This design comes from an exercise in tuning for small area on the open sky130 flow, not from production work. No functional check of the RTL was part of this run. Power figures rest on the tool's default switching activity, not on a simulated workload.

===== design/flow/config.mk =====
export PLATFORM = sky130hd
export DESIGN_NAME = TOP_BRIDGE
export DESIGN_NICKNAME = TOP_BRIDGE
export VERILOG_FILES = /design/flow/design.v
export SDC_FILE = /design/flow/constraint.sdc
export NUM_CORES = 4
export LEC_CHECK = 0
export CAP_MARGIN = 0
export CORE_MARGIN = 2
export CORE_UTILIZATION = 40
export CTS_BUF_LIST = sky130_fd_sc_hd__clkbuf_8
export CTS_CLUSTER_SIZE = 40
export PLACE_DENSITY = 0.6
export SLEW_MARGIN = 0

===== design/flow/constraint.sdc =====
create_clock -name core_clock -period 5.0 [get_ports {Hclk}]
set_input_delay 1.0000 -clock core_clock [delete_from_list [all_inputs] [get_ports {Hclk}]]
set_output_delay 1.0000 -clock core_clock [all_outputs]
set_load 0.01 [all_outputs]

===== design/flow/run.sh =====
#!/bin/bash
# synth_recipe.tcl (not shown) runs the flow's synth.tcl, then flattens the netlist and writes it again
# the make line also repeats each setting of config.mk as NAME=value (left out here)
make -C /OpenROAD-flow-scripts/flow DESIGN_CONFIG=/design/flow/config.mk WORK_HOME=/design/flow/orfs CLKGATE_MAP_FILE= SYNTH_SCRIPT=/design/flow/synth_recipe.tcl finish

===== design/flow/design.v =====
module AHB_MASTER(
    input             Hclk,
    input             Hresetn,
    input      [1:0]  Htrans,
    input      [31:0] Haddr,
    input      [31:0] Hwdata,
    input      [1:0]  Hburst,
    input             Hwrite, Hsel, Hready,
    output reg [31:0] Haddr_temp,
    output reg [31:0] Hwdata_temp,
    output reg        valid,
    output reg        Hwrite_temp
);
localparam [1:0] IDLE     = 2'b00;
localparam [1:0] BUSY     = 2'b01;
localparam [1:0] ADDRESS  = 2'b10;
localparam [1:0] TRANSFER = 2'b11;
reg [1:0]  present_state, next_state;
reg [31:0] addr;
reg [31:0] data;
reg [3:0]  count, count_next;
always @(posedge Hclk) begin
    if (!Hresetn)
        addr <= 32'b0;
    else if (present_state[1])
        addr <= Haddr;
    if (present_state[1])
        data <= Hwdata;
end
always @(posedge Hclk) begin
    if (!Hresetn) begin
        present_state <= IDLE;
        count         <= 4'd0;
    end else begin
        present_state <= next_state;
        count         <= count_next;
    end
end
wire active = Hsel && Htrans[1];
wire busy   = Hsel && (Htrans == 2'b01);
always @* begin
    count_next = count;
    case (present_state)
        IDLE:
            if (busy)                 next_state = BUSY;
            else if (active && Hready) next_state = ADDRESS;
            else                      next_state = IDLE;
        BUSY:
            if (Hsel && Htrans == 2'b10 && Hready) next_state = ADDRESS;
            else if (busy || !Hready)              next_state = BUSY;
            else                                   next_state = IDLE;
        ADDRESS:
            if (active && Hready)     next_state = TRANSFER;
            else if (busy || !Hready) next_state = BUSY;
            else                      next_state = IDLE;
        default:  
            if (!Hsel || Htrans == 2'b00)        next_state = IDLE;
            else if (Htrans == 2'b01 || !Hready) next_state = BUSY;
            else if (Hburst == 2'b00)            next_state = ADDRESS;
            else if (Hburst == 2'b01)            next_state = TRANSFER;
            else if (count <= {1'b0, Hburst[0], 2'b11}) begin
                next_state = TRANSFER;
                count_next = count + 1'b1;
            end else begin
                next_state = ADDRESS;
                count_next = 4'd0;
            end
    endcase
end
wire [31:0] limit = Haddr + {28'b0, Hburst[0], ~Hburst[0], 2'b00};
wire        below = Haddr_temp < limit;
always @(posedge Hclk) begin
    case (present_state)
        IDLE:
            valid <= 1'b0;
        BUSY: ;
        ADDRESS: begin
            Haddr_temp <= addr;
            if (Hburst == 2'b00) begin
                Hwdata_temp <= data;
                Hwrite_temp <= Hwrite;
            end
        end
        default: begin  
            valid       <= 1'b1;
            Hwdata_temp <= data;
            Hwrite_temp <= Hwrite;
            if (Hburst != 2'b00)
                Haddr_temp <= (Hburst == 2'b01 || below) ? Haddr_temp + 1'b1 : addr;
        end
    endcase
end
endmodule
module APB_SLAVE(
    input             Presetn,
    input             Pclk,
    input      [31:0] addr_temp,
    input      [31:0] data_temp,
    input             popped,
    input      [31:0] Prdata,
    input             transfer,
    input             Pready,
    output reg        Psel,
    output     [31:0] Paddr,
    output     [31:0] Pdata,
    output     [31:0] rdata_temp,
    output reg        Pwrite,
    output reg        Penable
);
localparam [1:0] idle   = 2'b00;
localparam [1:0] setup  = 2'b01;
localparam [1:0] enable = 2'b10;
reg [1:0]  present_state;
reg        rmode;
reg [31:0] a_reg, d_reg;
wire load = (present_state == enable) && transfer && Pready;
always @(posedge Pclk) begin
    if (!Presetn)
        present_state <= idle;
    else case (present_state)
        idle:    present_state <= transfer ? setup : idle;
        setup:   present_state <= enable;
        default: present_state <= !transfer ? idle : Pready ? setup : enable;
    endcase
end
always @(posedge Pclk) begin
    Psel    <= Presetn;
    Penable <= Presetn && (present_state == enable);
    if (!Presetn) begin
        Pwrite <= 1'b0;
        rmode  <= 1'b0;
    end else if (load) begin
        Pwrite <= popped;
        rmode  <= !popped;
    end
    if (load) begin
        a_reg <= addr_temp;
        d_reg <= popped ? data_temp : Prdata;
    end
end
assign Paddr      = a_reg & {32{Pwrite}};
assign Pdata      = d_reg & {32{Pwrite}};
assign rdata_temp = d_reg & {32{rmode}};
endmodule
module FIFO_SYNC #(
    parameter WIDTH = 64,
    parameter DEPTH = 16,
    parameter AW    = 4
)(
    input                  clk,
    input                  rst,
    input      [WIDTH-1:0] din,
    input                  wr_en,
    input                  rd_en,
    output reg [WIDTH-1:0] dout,
    output                 full,
    output                 empty
);
reg [AW:0]   wptr;
reg [AW:0]   rptr;
reg [AW-1:0] wptr_n;
assign empty = (wptr == rptr);
assign full  = (wptr == {~rptr[AW], rptr[AW-1:0]});
wire do_wr = wr_en && !full;
wire do_rd = rd_en && !empty;
reg  [WIDTH-1:0] mem [0:DEPTH-1];
reg  [WIDTH-1:0] rd_data;
integer k;
genvar i;
generate
for (i = 0; i < DEPTH; i = i + 1) begin : row
    wire we   = do_wr && (wptr[AW-1:0] == i);
    wire hold = !do_wr || (wptr_n != ~i[AW-1:0]);
    always @(posedge clk)
        mem[i] <= ({WIDTH{we}} & din) | ({WIDTH{hold}} & mem[i]);
end
endgenerate
always @* begin
    rd_data = {WIDTH{1'b0}};
    for (k = 0; k < DEPTH; k = k + 1)
        rd_data = rd_data | ({WIDTH{rptr[AW-1:0] == k}} & mem[k]);
end
always @(posedge clk)
    if (do_rd)
        dout <= rd_data;
always @(posedge clk) begin
    if (rst) begin
        wptr   <= {(AW+1){1'b0}};
        wptr_n <= {AW{1'b1}};
        rptr   <= {(AW+1){1'b0}};
    end else begin
        if (do_wr) begin
            wptr   <= wptr + 1'b1;
            wptr_n <= wptr_n - 1'b1;
        end
        if (do_rd)
            rptr <= rptr + 1'b1;
    end
end
endmodule
module FIFO_CONTROL(
    input         Hclk,
    input         Hresetn,
    input  [31:0] Haddr_temp,
    input  [31:0] Hwdata_temp,
    input         valid,
    input         Hwrite_temp,
    input         Pready,
    output [31:0] data_temp,
    output [31:0] addr_temp,
    output reg    popped,
    output        transfer,
    output        full
);
wire empty;
wire rd = transfer && Pready;
FIFO_SYNC #(.WIDTH(64)) F (
    .clk(Hclk),
    .rst(!Hresetn),
    .din({Haddr_temp, Hwdata_temp}),
    .wr_en(valid && Hwrite_temp),
    .rd_en(rd),
    .dout({addr_temp, data_temp}),
    .full(full),
    .empty(empty)
);
assign transfer = !empty;
always @(posedge Hclk)
    popped <= Hresetn && (popped || rd);
endmodule
module TOP_BRIDGE(
    input         Hclk, Hresetn,
    input  [1:0]  Htrans,
    input  [31:0] Haddr,
    input  [31:0] Hwdata,
    input  [1:0]  Hburst,
    input         Hwrite,
    input         Hsel,
    input         Pready,
    input  [31:0] Prdata,
    output        Psel,
    output [31:0] Paddr,
    output [31:0] Pdata,
    output [31:0] rdata_temp,
    output        Pwrite,
    output        Penable
);
wire [31:0] Haddr_temp, Hwdata_temp, data_temp, addr_temp;
wire        valid, Hwrite_temp, popped, transfer, full;
AHB_MASTER AS (
    .Hclk(Hclk), .Hresetn(Hresetn), .Htrans(Htrans), .Haddr(Haddr),
    .Hwdata(Hwdata), .Hburst(Hburst), .Hwrite(Hwrite), .Hsel(Hsel),
    .Hready(!full),
    .Haddr_temp(Haddr_temp), .Hwdata_temp(Hwdata_temp), .valid(valid),
    .Hwrite_temp(Hwrite_temp)
);
FIFO_CONTROL FC (
    .Hclk(Hclk), .Hresetn(Hresetn), .Haddr_temp(Haddr_temp),
    .Hwdata_temp(Hwdata_temp), .valid(valid), .Hwrite_temp(Hwrite_temp),
    .Pready(Pready),
    .data_temp(data_temp), .addr_temp(addr_temp), .popped(popped),
    .transfer(transfer), .full(full)
);
APB_SLAVE AM (
    .Presetn(Hresetn), .Pclk(Hclk), .addr_temp(addr_temp),
    .data_temp(data_temp), .popped(popped), .Prdata(Prdata),
    .transfer(transfer), .Pready(Pready),
    .Psel(Psel), .Paddr(Paddr), .Pdata(Pdata), .rdata_temp(rdata_temp),
    .Pwrite(Pwrite), .Penable(Penable)
);
endmodule

==> results.yml <==
global_routing:
  grt_pass1_vias: 38701
  grt_max_degree: 65
  grt_pass1_wl_um: 272000
  grt_util_all_layers_pct: 28.7
  grt_antenna_before_repair: 6
  grt_overflow_total: 0
hold_path:
  hold_path_depth: 0
  hold_class: "flip-flop to flip-flop"
  hp-start: "AS.data[29]"
  hold_path_end: "AS.Hwdata_temp[29]"
power_and_ir_drop:
  power_mw: 22.8
  p_leak_nw: 21.9
  peakVddDrop_mv: 0.268
  swShare_pct: 25.4
  power_switching_mw: 5.81
  clock_power_share_pct: 42.3
  power_density_nw_per_um2: 391
  pwr-share-seq_pct: 50.6
  pwr-share-comb_pct: 7.1
  p_int_mw: 17.0
finish:
  finalInstanceArea_um2: 58500
  nets: 4500
  top_regs: "FC.F.mem (1024), FC.F.dout (64)"
  area_growth_syn_to_layout_pct: 16.3
  largest_register_ffs: 1024
  drive_gt1_share_pct: 13.2
  top_register: "FC.F.mem"
  layout_commonest_cell: "a22o_1"
  final_cell_mix: "a22o_1, dfxtp_1, clkbuf_8"
  n_fill_cell: 11350
  stdcell_count: 6178
setup_path:
  crit_path_end_kind: "flip-flop"
  critPathKind: "primary input to flip-flop"
  cp.required_ns: 5.64
  startpoint_type: "primary input"
  r2r_end: "FC.F.mem[9][41]"
  r2r-start: "FC.F.rptr[3]"
  crit_fanout: 32
  cp.arrival_ns: 4.95
  reg2reg_slack_ns: 0.91
  ff2ff_path_depth: 7
sta:
  fin_skew_ns: 0.0538
  min_period_ns: 4.31
  timing.hold.ws_ns: 0.392
  hold_viol: 0
  max_freq_mhz: 232
  fin_crit_sh_pct: 86.3
  slew_headroom_pct: 16.9
  worst_pin_slew_ns: 1.25
  final-max-slew-violation-count: 0
  setup_viol_count_final: 0
  rsz0062_at_grt: "false"
logic_synthesis:
  syn_avg_cell_area_um2: 11.7
  ys_seq_elements: 1309
  synth_edf_count: 226
  synth_cell_types: 66
  synthCells: 4282
  synth_area_um2: 50300
  syn-num-nets: 4442
  synthArstFlopShare_pct: 0
  ys_warn_count: 5
  synth-main-ff-cell: "dfxtp_1"
  synth-seq-area-share_pct: 56.6
clock_network:
  cts_max_level: 4
  postCtsSetupRepairBufs: 0
  clkSinkCount: 1309
  clk_pin_slew_worst_paths_ns: 0.06
  cts_root_buf: "clkbuf_8"
  clk_latency_ns: 0.92
  cts_buffers: 213
  cts_resized: 0
  cts_buffer_depth: 3
  cts_tree: "built"
  holdBufCountCts: 0
place:
  place_hpwl_um: 105000
  gp_congestion: 0.820
  post-place-cells: 5775
  dpl_cell_area_um2: 54000
  numPortBuffers: 203
route:
  wire_per_inst_um: 30.7
  drtIter0Drc: 5178
  wirelength_um: 189000
  vias: 39691
  firstDrtPassIters: 8
  ant_nets: 0
  viasPerCell: 6.42
  drc: 0
status:
  status: "complete, no violations"
floorplanning:
  rows: 130
  io_pins: 204
  start_util_pct: 40.2
  die_w_um: 359
  dieArea_um2: 129000
  chipHeight_um: 359
  core-area_um2: 125000
job:
  maxCapViolCount: 0
==> per-layer routing <==
metal	GRT usage, %	wire, µm
met1	39.3	78600
met2	44.4	83400
met3	5.79	19700
met4	11.3	7580
met5	0	26
==> per-stage QoR <==
step                      worst slack, ns  TNS [ns]  util, %
final                               0.687         0     46.7
after global placement             -0.247     -7.32     43.1
after detailed placement           -0.243     -6.92     43.1
after CTS                           0.703         0     46.7
after global routing                0.408         0     46.7
after floorplan                    0.0266         0        -
==> critical path: stages <==
cell and delay, ns:
clkdlybuf4s50_1 0.49, ha_1 0.19, fa_1 0.22, nand3_1 0.12
nor2_1 0.42, nand4_1 0.20, nor2_1 0.14, xnor2_1 0.16
ha_1 0.30, a21oi_1 0.15, nand2_1 0.07, a2111oi_0 0.47
a21oi_1 0.18, a41oi_4 0.22, buf_12 0.25, mux2_1 0.37
==> worst max-delay path by stage <==
stage,start,endpoint,cells past startpoint
after floorplan,AS.present_state[1],AS.Hwdata_temp[0],5
after global placement,Hburst[0],AS.Haddr_temp[1],17
after detailed placement,Haddr[2],AS.Haddr_temp[8],16
after CTS,Haddr[2],AS.Haddr_temp[8],16
after global routing,Hburst[0],AS.Haddr_temp[8],17
final,Haddr[2],AS.Haddr_temp[8],16
==> final cells by class <==
| class | count | area [µm²] | share of cell area [%] |
|---|---|---|---|
| sequential | 1309 | 28500 | 48.7 |
| clock inverter | 135 | 795 | 1.36 |
| clock buffer | 267 | 3670 | 6.28 |
| timing repair buffer | 350 | 3510 | 5.99 |
| tap | 1650 | 2060 | 3.53 |
| inverter | 23 | 87.6 | 0.150 |
| multi-input combinational | 2443 | 19900 | 34.0 |
| antenna | 1 | 2.50 | 0.00428 |
==> synthesized netlist by cell type, types with 5 or more instances <==
cell type / n / share of area [%]
nand4b_1: 5 / 0.087
a221oi_1: 74 / 1.3
o2111ai_1: 6 / 0.10
a32oi_1: 18 / 0.31
mux2_1: 20 / 0.45
inv_1: 23 / 0.17
clkbuf_1: 282 / 2.1
o21ai_0: 49 / 0.49
a22oi_1: 177 / 2.6
a211oi_1: 5 / 0.075
nor2b_1: 55 / 0.68
a222oi_1: 53 / 1.1
xnor2_1: 35 / 0.61
a2111oi_0: 5 / 0.087
xor2_1: 39 / 0.68
a21boi_0: 5 / 0.075
a21oi_1: 54 / 0.54
nand4_1: 72 / 0.90
nor2_1: 43 / 0.32
and4_1: 9 / 0.16
nand2_1: 115 / 0.86
nand2b_1: 8 / 0.10
edfxtp_1: 226 / 13
ha_1: 54 / 1.3
buf_1: 63 / 0.47
and2_1: 119 / 1.5
mux2_2: 73 / 1.6
nor3_1: 14 / 0.14
nand3_1: 70 / 0.70
mux2i_1: 73 / 1.5
and3_1: 30 / 0.37
dfxtp_1: 1083 / 43
buf_2: 156 / 1.6
a32o_1: 6 / 0.12
a22o_1: 1109 / 19
==> kinds of logic after synthesis <==
| family | Yosys count | synth area share (%) |
|---|---|---|
| AO/OA/AOI/OAI | 1594 | 26.7 |
| flip-flops | 1309 | 56.6 |
| AND/OR/NAND/NOR | 554 | 6.07 |
| buffers and inverters | 530 | 4.40 |
| multiplexers | 166 | 3.54 |
| XOR/XNOR | 74 | 1.29 |
| adder cells (fa/ha/maj) | 55 | 1.38 |
==> power by group through the flow <==
| stage | Clock [mW] | Combinational (mW) | Sequential [mW] |
|---|---|---|---|
| 2_1_floorplan | 0 | 1.04 | 11.6 |
| 6_report | 9.67 | 1.62 | 11.6 |
| 3_5_place_dp | 0 | 1.59 | 11.8 |
| 4_1_cts | 9.72 | 1.60 | 11.6 |
| 5_1_grt | 10.2 | 1.71 | 11.6 |
| 3_3_place_gp | 0 | 1.57 | 11.8 |

## re-timing with driven ports
The flow's constraints put no driver on any port. The routed layout listed below was extracted and timed again, unchanged, in two steps.
Step 1 sets driving cells, clkbuf_16 on the clock port and buf_2 on the other inputs (assumed; they add their load-dependent delay and slew).
Step 2, shift: input delay + t, output delay - t, t = (earliest + latest rising clock arrival at the registers) / 2. This alone moves slack from input paths to output paths.
Slacks: ideal / step 1 / step 2; pairs: ideal / step 1.
t (ns): 0.970
setup slack, ns: 0.687 / 0.739 / -0.230
hold WS [ns]: 0.392 / 0.392 / 0.392
latest minus earliest clock arrival (ns): 0.057 / 0.057
slew at the worst register clock pin (ns): 0.07 / 0.07
Met with ideal ports but missed after step 2: setup timing in this run. The setup slack of this run moves by +0.052 ns with the drivers and by -0.917 ns with both steps.
